Context: an optimization exercise on an open-source flow, tuned for small area and a short achievable clock period. The choices shown serve that exercise and are no tape-out recipe.
Where RTL was checked, it was by simulation tests only, not by an equivalence proof against the original.
Power figures rest on the tool's default switching activity, not on a simulated workload.

// s_axi_template
module s_axi_template #(
		parameter integer C_S_AXI_ID_WIDTH	= 1,
		parameter integer C_S_AXI_DATA_WIDTH	= 64,
		parameter integer C_S_AXI_ADDR_WIDTH	= 32,
		parameter integer C_S_AXI_AWUSER_WIDTH	= 1,
		parameter integer C_S_AXI_ARUSER_WIDTH	= 1,
		parameter integer C_S_AXI_WUSER_WIDTH	= 1,
		parameter integer C_S_AXI_RUSER_WIDTH	= 1,
		parameter integer C_S_AXI_BUSER_WIDTH	= 1
	)
	(
		output wire [15:0] P_buf,  
		output wire [15:0] A_dbg,
		output wire [15:0] B_dbg,
		output wire [15:0] C_dbg,
		output wire [ 3:0] mode_sel_dbg,
		input wire  S_AXI_ACLK,
		input wire  S_AXI_ARESETN,
		input wire [C_S_AXI_ID_WIDTH-1 : 0] S_AXI_AWID,
		input wire [C_S_AXI_ADDR_WIDTH-1 : 0] S_AXI_AWADDR,
		input wire [7 : 0] S_AXI_AWLEN,
		input wire [2 : 0] S_AXI_AWSIZE,
		input wire [1 : 0] S_AXI_AWBURST,
		input wire  S_AXI_AWLOCK,
		input wire [3 : 0] S_AXI_AWCACHE,
		input wire [2 : 0] S_AXI_AWPROT,
		input wire [3 : 0] S_AXI_AWQOS,
		input wire [3 : 0] S_AXI_AWREGION,
		input wire [C_S_AXI_AWUSER_WIDTH-1 : 0] S_AXI_AWUSER,
		input wire  S_AXI_AWVALID,
		output wire  S_AXI_AWREADY,
		input wire [C_S_AXI_DATA_WIDTH-1 : 0] S_AXI_WDATA,
		input wire [(C_S_AXI_DATA_WIDTH/8)-1 : 0] S_AXI_WSTRB,
		input wire  S_AXI_WLAST,
		input wire [C_S_AXI_WUSER_WIDTH-1 : 0] S_AXI_WUSER,
		input wire  S_AXI_WVALID,
		output wire  S_AXI_WREADY,
		output wire [C_S_AXI_ID_WIDTH-1 : 0] S_AXI_BID,
		output wire [1 : 0] S_AXI_BRESP,
		output wire [C_S_AXI_BUSER_WIDTH-1 : 0] S_AXI_BUSER,
		output wire  S_AXI_BVALID,
		input wire  S_AXI_BREADY,
		input wire [C_S_AXI_ID_WIDTH-1 : 0] S_AXI_ARID,
		input wire [C_S_AXI_ADDR_WIDTH-1 : 0] S_AXI_ARADDR,
		input wire [7 : 0] S_AXI_ARLEN,
		input wire [2 : 0] S_AXI_ARSIZE,
		input wire [1 : 0] S_AXI_ARBURST,
		input wire  S_AXI_ARLOCK,
		input wire [3 : 0] S_AXI_ARCACHE,
		input wire [2 : 0] S_AXI_ARPROT,
		input wire [3 : 0] S_AXI_ARQOS,
		input wire [3 : 0] S_AXI_ARREGION,
		input wire [C_S_AXI_ARUSER_WIDTH-1 : 0] S_AXI_ARUSER,
		input wire  S_AXI_ARVALID,
		output wire  S_AXI_ARREADY,
		output wire [C_S_AXI_ID_WIDTH-1 : 0] S_AXI_RID,
		output wire [C_S_AXI_DATA_WIDTH-1 : 0] S_AXI_RDATA,
		output wire [1 : 0] S_AXI_RRESP,
		output wire  S_AXI_RLAST,
		output wire [C_S_AXI_RUSER_WIDTH-1 : 0] S_AXI_RUSER,
		output wire  S_AXI_RVALID,
		input wire  S_AXI_RREADY
	);
export LEC_CHECK = 0
export ABC_AREA = 1
export ABC_CLOCK_PERIOD_IN_PS = 4000
export CAP_MARGIN = 20
export CORE_MARGIN = 2
export CORE_UTILIZATION = 40
export CTS_BUF_LIST = sky130_fd_sc_hd__clkbuf_4 sky130_fd_sc_hd__clkbuf_8
export CTS_CLUSTER_SIZE = 40
export SETUP_SLACK_MARGIN = 5
export SLEW_MARGIN = 20
create_clock -name core_clock -period 10.0 [get_ports {S_AXI_ACLK}]
standard.sh (not shown) runs the stock make flow with config.mk's settings and CLKGATE_MAP_FILE= SYNTH_SCRIPT=/design/flow/synth_recipe.tcl, a recipe that flattens the netlist after the stock synthesis.
==> flow/flow/run.sh <==
#!/bin/bash
# The standard layout (standard.sh), with the port buffers made from
# sky130_fd_sc_hd__buf_1 instead of the cell buffer_ports picks by itself.
set -euo pipefail
bash standard.sh BUFFER_PORTS_ARGS="-buffer_cell sky130_fd_sc_hd__buf_1" MATCH_CELL_FOOTPRINT=0 finish > standard.log 2>&1
Edit:
--- a/flow/design.v
+++ b/flow/design.v
@@ -490,64 +490,67 @@
 	reg [15:0] A, B, C, B_in, C_in;
 	reg [ 3:0] mode_sel;
 	wire rst = ~S_AXI_ARESETN;
 	wire [15:0] W = S_AXI_WDATA[15:0];
 	wire [15:0] A_wr;
 	wire [15:0] A_nx = rst ? 16'd0 : A_wr;
 	wire [15:0] B_nx = rst ? 16'd0 : (wbeat & wsel[1]) ? W : B;
 	wire [15:0] C_nx = rst ? 16'd0 : (wbeat & wsel[2]) ? W : C;
 	wire [ 3:0] M_nx = rst ? 4'd0  : (wbeat & wsel[3]) ? W[3:0] : mode_sel;
-	wire [15:0] Bi_nx = rst ? 16'd0 :
-	                    (mode_sel[2:0] == 3'b000) ? 16'd0 :
+	wire [15:0] Bi_m  = (mode_sel[2:0] == 3'b000) ? 16'd0 :
 	                    (mode_sel[2:1] == 2'b10)  ? 16'd1 : B;
-	wire [15:0] Ci_nx = (~rst & (mode_sel[2] | (mode_sel[1] & mode_sel[0]))) ? C : 16'd0;
+	wire [15:0] Ci_m  = (mode_sel[2] | (mode_sel[1] & mode_sel[0])) ? C : 16'd0;
+	wire [15:0] Bi_nx = rst ? 16'd0 : Bi_m;
+	wire [15:0] Ci_nx = rst ? 16'd0 : Ci_m;
 	wire        Sub_nx = mode_sel[0];
+	reg         rst_d;
 	always @(posedge S_AXI_ACLK) begin
 		A        <= A_nx;
 		B        <= B_nx;
 		C        <= C_nx;
 		mode_sel <= M_nx;
 		B_in     <= Bi_nx;
 		C_in     <= Ci_nx;
+		rst_d    <= rst;
 	end
 	assign A_dbg        = A;
 	assign B_dbg        = B_in;
 	assign C_dbg        = C_in;
 	assign mode_sel_dbg = mode_sel;
 	wire [15:0] cs_s, cs_y, cs_z;
 	wire        cs_e;
 	wire [ 1:0] cs_f;
 	reg  [15:0] P_s, P_y, P_z;
 	reg         P_e;
 	reg  [ 1:0] P_f;
 	xbip_multadd_0 MultAdd (
 		.WV (S_AXI_WVALID),
 		.ARM(axi_wready & wsel[0]),
 		.W  (W),
 		.AQ (A),
-		.B  (Bi_nx),
-		.X  (Ci_nx ^ {16{Sub_nx}}),
+		.B  (Bi_m),
+		.X  (Ci_m ^ {16{Sub_nx}}),
 		.CI (Sub_nx),
 		.AW (A_wr),
 		.S  (cs_s),
 		.Y  (cs_y),
 		.Z  (cs_z),
 		.E  (cs_e),
 		.F  (cs_f)
 	);
 	always @(posedge S_AXI_ACLK) begin
 		P_s <= cs_s;
 		P_y <= cs_y;
 		P_z <= cs_z;
 		P_e <= cs_e;
 		P_f <= cs_f;
 	end
-	wire P_en = (~mode_sel[2] & ~mode_sel[0]) | (mode_sel[1] & mode_sel[0]);
+	wire P_en = ~rst_d & ((~mode_sel[2] & ~mode_sel[0]) | (mode_sel[1] & mode_sel[0]));
 	mul_final MultFinal (
 		.S (P_s),
 		.Y (P_y),
 		.Z (P_z),
 		.E (P_e),
 		.F (P_f),
 		.EN(P_en),
 		.P (P_buf)
 	);
Combinational power rose by about 6%.
Setup slack gets worse by 0.11 ns.
Hold slack gets better by 0.010 ns.
Design area rose by about 1.7%.
Core utilization fell by 1.1 points.
Total power fell by 1.6%.
Wire length rose by about 3.3%.
Synthesized area rose by about 4.4%.
Via count rose by about 4.7%.
Cell count rose by about 3.2%.
Non-clock buffer count fell by 10.
Die area rose by about 4.3%.
Sequential cell count rose by 1.
Critical path depth fell by 3.
No functional check of the RTL was part of the second run of this note.

re-timing with driven ports:
The flow's constraints put no driver on any port. The routed layouts listed below were extracted and timed again, unchanged, in two steps.
Step 1 (the two cells are an assumption about what drives the block):
set clk [get_ports {S_AXI_ACLK}]
set_driving_cell -lib_cell sky130_fd_sc_hd__clkbuf_16 $clk
set_driving_cell -lib_cell sky130_fd_sc_hd__buf_2 [delete_from_list [all_inputs] $clk]
Step 2 times the ports against the registers' clock, not the clock port: input delays grow and output delays shrink by t, the midpoint of the rising clock arrivals with the driver on.
a / b / c = ideal ports / drivers / drivers and shift; a / b = the first two.
run	t, ns	slack for setup (ns)	clock arrival spread, ns
the first run	0.520	5.170 / 5.183 / 4.664	0.022 / 0.021
the second run	0.516	5.063 / 5.057 / 4.542	0.023 / 0.023
After both steps every run listed still meets setup and hold. The setup slack of the second run, which loses most, moves by -0.006 ns with the drivers and by -0.521 ns with both steps.
